Context: an optimization exercise on an open-source flow, tuned for small area and a short achievable clock period. The choices shown serve that exercise and are no tape-out recipe.
Only simulation tests tie the RTL to the original design; equivalence was not proved.

Setup of run 1:
## resize_datapath
module resize_datapath (
  clk,
  reset_n,
  enable,
  data_in1,
  data_in2,
  scale,
  data_out
);
  input wire [15:0] data_in1, data_in2, scale;
  input wire clk, reset_n, enable;
  output reg [15:0] data_out;
  wire [15:0] fsum;
  wire        z1, s1, h1, z2, s2, h2;
  wire [4:0]  p1, p2;
  wire [9:0]  q1, q2;
  wire [9:0] sx;
  wire [4:0] se;
  wire       zs;
  Multiply           m1 (.a(data_in2), .b(scale), .z(z1), .s(s1), .ep(p1), .h(h1), .m(q1));
  sub_float          sf (.b(scale[14:0]), .x(sx), .se(se), .zs(zs));   
  Multiply_one_minus m2 (.a(data_in1), .x(sx), .se(se), .zs(zs),
                         .z(z2), .s(s2), .ep(p2), .h(h2), .m(q2));
  add_float          af (.za(z1), .sa(s1), .pa(p1), .ha(h1), .ma(q1),
                         .zb(z2), .sb(s2), .pb(p2), .hb(h2), .mb(q2), .c(fsum));
  always @(posedge clk or negedge reset_n) begin
    if (~reset_n)
      data_out <= 16'd0;
    else if (enable)
      data_out <= fsum;
  end
endmodule
Settings: LEC_CHECK=0, ABC_AREA=1, CAP_MARGIN=20, CORE_MARGIN=2, CORE_UTILIZATION=55, PLACE_DENSITY=0.7, SETUP_SLACK_MARGIN=5, SLEW_MARGIN=20, SYNTH_HIERARCHICAL=1, SYNTH_MINIMUM_KEEP_SIZE=0; clock period 25.0 ns.
standard.sh (not shown) runs the stock make flow with config.mk's settings and CLKGATE_MAP_FILE= SYNTH_SCRIPT=/design/flow/synth_recipe.tcl, a recipe that flattens the netlist after the stock synthesis.
==> flow/flow/run.sh <==
#!/bin/bash
# Own layout flow:
#  1. the standard synthesis (bash standard.sh synth);
#  2. the logic between the registers and the full-adder cells is mapped
#     again by ABC for area (registers and full adders kept as they are);
#  3. the standard layout from the floorplan on, except that the delay
#     cells may not be used (so the port buffers are plain buffers); the
#     platform's own don't-use cells stay don't-use.
# Each tool's output goes to a log file of its own here (flow_*.log).
set -euo pipefail
W=$(pwd)
R=$W/orfs/results/$FLOW_PLATFORM/resize_datapath/base
YOSYS=$FLOW_HOME/../tools/install/yosys/bin/yosys
LIB=$FLOW_HOME/platforms/sky130hd/lib/sky130_fd_sc_hd__tt_025C_1v80.lib

bash standard.sh synth > "$W/flow_synth.log" 2>&1
cp "$R/1_2_yosys.v" "$W/standard_1_2_yosys.v"

DL="sky130_fd_sc_hd__clkdlybuf4s15_1 sky130_fd_sc_hd__clkdlybuf4s15_2 sky130_fd_sc_hd__clkdlybuf4s18_1 sky130_fd_sc_hd__clkdlybuf4s18_2 sky130_fd_sc_hd__clkdlybuf4s25_1 sky130_fd_sc_hd__clkdlybuf4s25_2 sky130_fd_sc_hd__clkdlybuf4s50_1 sky130_fd_sc_hd__clkdlybuf4s50_2 sky130_fd_sc_hd__dlygate4sd1_1 sky130_fd_sc_hd__dlygate4sd2_1 sky130_fd_sc_hd__dlygate4sd3_1 sky130_fd_sc_hd__dlymetal6s2s_1 sky130_fd_sc_hd__dlymetal6s4s_1 sky130_fd_sc_hd__dlymetal6s6s_1"
PLAT=$(sed -n '/^export DONT_USE_CELLS/,/^[^ ]/p' "$FLOW_HOME/platforms/sky130hd/config.mk" | grep -o 'sky130_fd_sc_hd__[A-Za-z0-9_]*' | tr '\n' ' ')
DONT_ALL="$DL $PLAT"
# ABC may not use the don't-use cells, nor the multi-output adder cells
ABC_DONT=$(for c in $DONT_ALL sky130_fd_sc_hd__fa_1 sky130_fd_sc_hd__fa_2 sky130_fd_sc_hd__fa_4 sky130_fd_sc_hd__fah_1 sky130_fd_sc_hd__fahcin_1 sky130_fd_sc_hd__fahcon_1 sky130_fd_sc_hd__ha_1 sky130_fd_sc_hd__ha_2 sky130_fd_sc_hd__ha_4; do printf -- "-dont_use $c "; done)
printf 'set_driving_cell sky130_fd_sc_hd__buf_1\nset_load 5\n' > "$W/resyn.constr"
echo 'strash; balance; dch; map -a; topo; stime -c; upsize -c; dnsize -c' > "$W/resyn.abc"
cat > "$W/resyn.ys" <<EOS
read_liberty -ignore_miss_func $LIB
blackbox sky130_fd_sc_hd__fa_1 sky130_fd_sc_hd__fa_2 sky130_fd_sc_hd__fa_4 sky130_fd_sc_hd__dfrtp_1 sky130_fd_sc_hd__dfrtp_2 sky130_fd_sc_hd__dfrtp_4
read_verilog $W/standard_1_2_yosys.v
hierarchy -top $FLOW_TOP
flatten
opt_clean -purge
abc -liberty $LIB -constr $W/resyn.constr -script $W/resyn.abc $ABC_DONT
opt_clean -purge
hilomap -singleton -hicell sky130_fd_sc_hd__conb_1 HI -locell sky130_fd_sc_hd__conb_1 LO
splitnets
opt_clean -purge
write_verilog -noattr -nohex -nodec $W/resyn.v
EOS
"$YOSYS" -s "$W/resyn.ys" > "$W/flow_resyn.log" 2>&1
# read the new netlist back on its own and check it
"$YOSYS" -p "read_liberty -lib $LIB; read_verilog $W/resyn.v; hierarchy -check -top $FLOW_TOP; check -assert -mapped; stat -liberty $LIB" > "$W/flow_resyn_check.log" 2>&1
cp "$W/resyn.v" "$R/1_2_yosys.v"
touch "$R/1_2_yosys.v"

bash standard.sh "DONT_USE_CELLS=$DONT_ALL" SETUP_SLACK_MARGIN=8.5 finish > "$W/flow_finish.log" 2>&1
Run 1 completed end to end with timing, DRC and antenna clean.
Edits applied to the flow inputs when going from run 1 to run 2:
- a change of PLACE_DENSITY from 0.7 to 0.8
- a change of CORE_UTILIZATION from 55 to 65
--- a/flow/flow/run.sh
+++ b/flow/flow/run.sh
@@ -44,3 +44,3 @@
 touch "$R/1_2_yosys.v"
 
-bash standard.sh "DONT_USE_CELLS=$DONT_ALL" SETUP_SLACK_MARGIN=8.5 finish > "$W/flow_finish.log" 2>&1
+bash standard.sh "DONT_USE_CELLS=$DONT_ALL" SETUP_SLACK_MARGIN=8 finish > "$W/flow_finish.log" 2>&1
## What came out
Lower area of combinational cells with multiple inputs among run 2 and run 1: run 2. Run 2 — hold slack 5.7 ps lower, run 1 as reference. Run 2 vs run 1 — met2 layer wire length in the routed design dropped by a few percent. In the route summary, run 2 ends up with a via count exceeding that of run 1. Run 2: well-tap cell count lower than run 1. Summary of run 2 over run 1: clock-buffer cell count saw a decrease, standard cell core area saw a decrease, cell area saw a decrease.
The following lists how run 3 was set up differently from run 2:
- PLACE_DENSITY changed from 0.8 to 0.7
- CORE_UTILIZATION changed from 65 to 55
--- a/flow/flow/run.sh
+++ b/flow/flow/run.sh
@@ -23,5 +23,5 @@
 ABC_DONT=$(for c in $DONT_ALL sky130_fd_sc_hd__fa_1 sky130_fd_sc_hd__fa_2 sky130_fd_sc_hd__fa_4 sky130_fd_sc_hd__fah_1 sky130_fd_sc_hd__fahcin_1 sky130_fd_sc_hd__fahcon_1 sky130_fd_sc_hd__ha_1 sky130_fd_sc_hd__ha_2 sky130_fd_sc_hd__ha_4; do printf -- "-dont_use $c "; done)
 printf 'set_driving_cell sky130_fd_sc_hd__buf_1\nset_load 5\n' > "$W/resyn.constr"
-echo 'strash; balance; dch; map -a; topo; stime -c; upsize -c; dnsize -c' > "$W/resyn.abc"
+echo 'strash; &get -n; &syn2; &put; dc2; balance; dch; map -a; topo; stime -c; upsize -c; dnsize -c' > "$W/resyn.abc"
 cat > "$W/resyn.ys" <<EOS
 read_liberty -ignore_miss_func $LIB
@@ -44,3 +44,3 @@
 touch "$R/1_2_yosys.v"
 
-bash standard.sh "DONT_USE_CELLS=$DONT_ALL" SETUP_SLACK_MARGIN=8 finish > "$W/flow_finish.log" 2>&1
+bash standard.sh "DONT_USE_CELLS=$DONT_ALL" SETUP_SLACK_MARGIN=7 finish > "$W/flow_finish.log" 2>&1
--- outcome ---
Minimum clock period ended up 700 ps higher on run 3 than on run 2.
Run 3 packs its core more loosely than run 2.
Compared with run 2, in run 3 met2 demand-to-capacity share in global routing saw a decrease; final sequential cell count saw little to no change; clock buffer count saw an increase.
Measured against each other, run 3 and run 2 differ in worst setup slack, the higher figure coming from run 2.
Diff run 2 -> run 3: vias after detailed routing now sits lower; routed wire length shows a reduction of 6.9%; number of cells on the worst hold path essentially unchanged.
Changes in run 4 relative to run 3:
- ABC_AREA changed from 1 to 0
- PLACE_DENSITY changed from 0.7 to 0.8
- CORE_UTILIZATION changed from 55 to 65
--- a/flow/flow/run.sh
+++ b/flow/flow/run.sh
@@ -23,5 +23,5 @@
 ABC_DONT=$(for c in $DONT_ALL sky130_fd_sc_hd__fa_1 sky130_fd_sc_hd__fa_2 sky130_fd_sc_hd__fa_4 sky130_fd_sc_hd__fah_1 sky130_fd_sc_hd__fahcin_1 sky130_fd_sc_hd__fahcon_1 sky130_fd_sc_hd__ha_1 sky130_fd_sc_hd__ha_2 sky130_fd_sc_hd__ha_4; do printf -- "-dont_use $c "; done)
 printf 'set_driving_cell sky130_fd_sc_hd__buf_1\nset_load 5\n' > "$W/resyn.constr"
-echo 'strash; &get -n; &syn2; &put; dc2; balance; dch; map -a; topo; stime -c; upsize -c; dnsize -c' > "$W/resyn.abc"
+echo 'strash; balance; dch; map -a; topo; stime -c; upsize -c; dnsize -c' > "$W/resyn.abc"
 cat > "$W/resyn.ys" <<EOS
 read_liberty -ignore_miss_func $LIB
@@ -44,3 +44,3 @@
 touch "$R/1_2_yosys.v"
 
-bash standard.sh "DONT_USE_CELLS=$DONT_ALL" SETUP_SLACK_MARGIN=7 finish > "$W/flow_finish.log" 2>&1
+bash standard.sh "DONT_USE_CELLS=$DONT_ALL" SETUP_SLACK_MARGIN=7.5 finish > "$W/flow_finish.log" 2>&1
==> results.txt <==
- The final reports for run 4 and run 3 show relative area change from synthesis to final layout higher in the former.
- [compare] base=run 3 new=run 4: global-route wire length before repair picked up an extra 4700 um, total instance count after detailed placement saw an increase, critical path depth went up, setup slack of the critical path after layout grew by 300 ps, via total after detailed routing now sits higher.
Here is what was changed in the inputs of run 5 compared with run 4.
- ABC_AREA: 0 -> 1
--- a/flow/flow/run.sh
+++ b/flow/flow/run.sh
@@ -23,5 +23,5 @@
 ABC_DONT=$(for c in $DONT_ALL sky130_fd_sc_hd__fa_1 sky130_fd_sc_hd__fa_2 sky130_fd_sc_hd__fa_4 sky130_fd_sc_hd__fah_1 sky130_fd_sc_hd__fahcin_1 sky130_fd_sc_hd__fahcon_1 sky130_fd_sc_hd__ha_1 sky130_fd_sc_hd__ha_2 sky130_fd_sc_hd__ha_4; do printf -- "-dont_use $c "; done)
 printf 'set_driving_cell sky130_fd_sc_hd__buf_1\nset_load 5\n' > "$W/resyn.constr"
-echo 'strash; balance; dch; map -a; topo; stime -c; upsize -c; dnsize -c' > "$W/resyn.abc"
+echo 'strash; balance; dch; amap -m; topo; stime -c; upsize -c; dnsize -c' > "$W/resyn.abc"
 cat > "$W/resyn.ys" <<EOS
 read_liberty -ignore_miss_func $LIB
==> results.txt <==
Run 5 finished end to end and its layout was clean on timing, DRC and antenna. Highest clock frequency the design can meet: run 5 < run 4. When the final numbers for run 5 and run 4 were put side by side, the overall global routing resource usage turned out to be smaller in run 4. Of run 5 and run 4, run 5 shows the lower worst setup slack, with run 4 above it. Run 5 vs run 4 — number of buffers other than clock buffers in the final layout climbed by more than half. In run 5, area of the multi-input gates is higher than in run 4. Between run 5 and run 4, the via count of the first global-routing pass is higher for run 4. Run comparison: run 5 highest-delay cell along the critical path fa_1; run 4 highest-delay cell along the critical path fa_2. Sort run 5 and run 4 by area overhead of the layout relative to synthesis asc -> top: run 4. Area of placed instances | run 5 below run 4. Higher total core area among run 5 and run 4: run 4.
--- input diff run 5..run 6 ---
- a change of PLACE_DENSITY from 0.8 to 0.7
- a change of CORE_UTILIZATION from 65 to 55
--- a/flow/flow/run.sh
+++ b/flow/flow/run.sh
@@ -23,5 +23,5 @@
 ABC_DONT=$(for c in $DONT_ALL sky130_fd_sc_hd__fa_1 sky130_fd_sc_hd__fa_2 sky130_fd_sc_hd__fa_4 sky130_fd_sc_hd__fah_1 sky130_fd_sc_hd__fahcin_1 sky130_fd_sc_hd__fahcon_1 sky130_fd_sc_hd__ha_1 sky130_fd_sc_hd__ha_2 sky130_fd_sc_hd__ha_4; do printf -- "-dont_use $c "; done)
 printf 'set_driving_cell sky130_fd_sc_hd__buf_1\nset_load 5\n' > "$W/resyn.constr"
-echo 'strash; balance; dch; amap -m; topo; stime -c; upsize -c; dnsize -c' > "$W/resyn.abc"
+echo 'strash; dc2; balance; dch; map -a; topo; stime -c; upsize -c; dnsize -c' > "$W/resyn.abc"
 cat > "$W/resyn.ys" <<EOS
 read_liberty -ignore_miss_func $LIB
@@ -44,3 +44,3 @@
 touch "$R/1_2_yosys.v"
 
-bash standard.sh "DONT_USE_CELLS=$DONT_ALL" SETUP_SLACK_MARGIN=7.5 finish > "$W/flow_finish.log" 2>&1
+bash standard.sh "DONT_USE_CELLS=$DONT_ALL" SETUP_SLACK_MARGIN=7 finish > "$W/flow_finish.log" 2>&1
Findings:
Across run 6 and run 5, the outcome is the same: a clean finish for every run. Initial antenna violation count in run 6 is 1 higher than in run 5. Run 5 → run 6: utilization of the core after routing dropped 21 points, global-route wire length before repair dropped about 0.6%, non-clock buffer count dropped 87. Global-route usage, run 6 and run 5, lower one = run 6.

## separate check: timing with driven ports
The flow's constraints put no driver on any port. The routed layouts listed below were extracted and timed again, unchanged, in two steps. Step 1 assumes that a clkbuf_16 drives the clock port and a buf_2 every other input. Step 2 adds t to the input delays and takes it off the output delays; t is the mean of the earliest and latest rising clock arrival at the registers after step 1. Input paths then give back, and output paths get back, about the clock's delay inside the block. Three values: no drivers, after step 1, after step 2; two values: the first two.
run	shift t [ns]	setup WS [ns]	clock arrival spread, ns	worst slew at a driven data input, ns
run 1	0.272	8.758 / 8.703 / 8.431	0.005 / 0.005	0.09
run 2	0.265	8.460 / 8.465 / 8.200	0.002 / 0.002	0.06
run 3	0.265	7.765 / 7.769 / 7.505	0.003 / 0.003	0.04
run 4	0.275	8.060 / 8.066 / 7.791	0.004 / 0.004	0.03
run 5	0.273	7.336 / 7.297 / 7.024	0.003 / 0.002	0.09
run 6	0.260	7.886 / 7.885 / 7.625	0.002 / 0.002	0.07
After both steps every run listed still meets setup and hold. For run 1, which loses most, drivers alone change the setup slack by -0.055 ns; drivers and shift together by -0.327 ns.
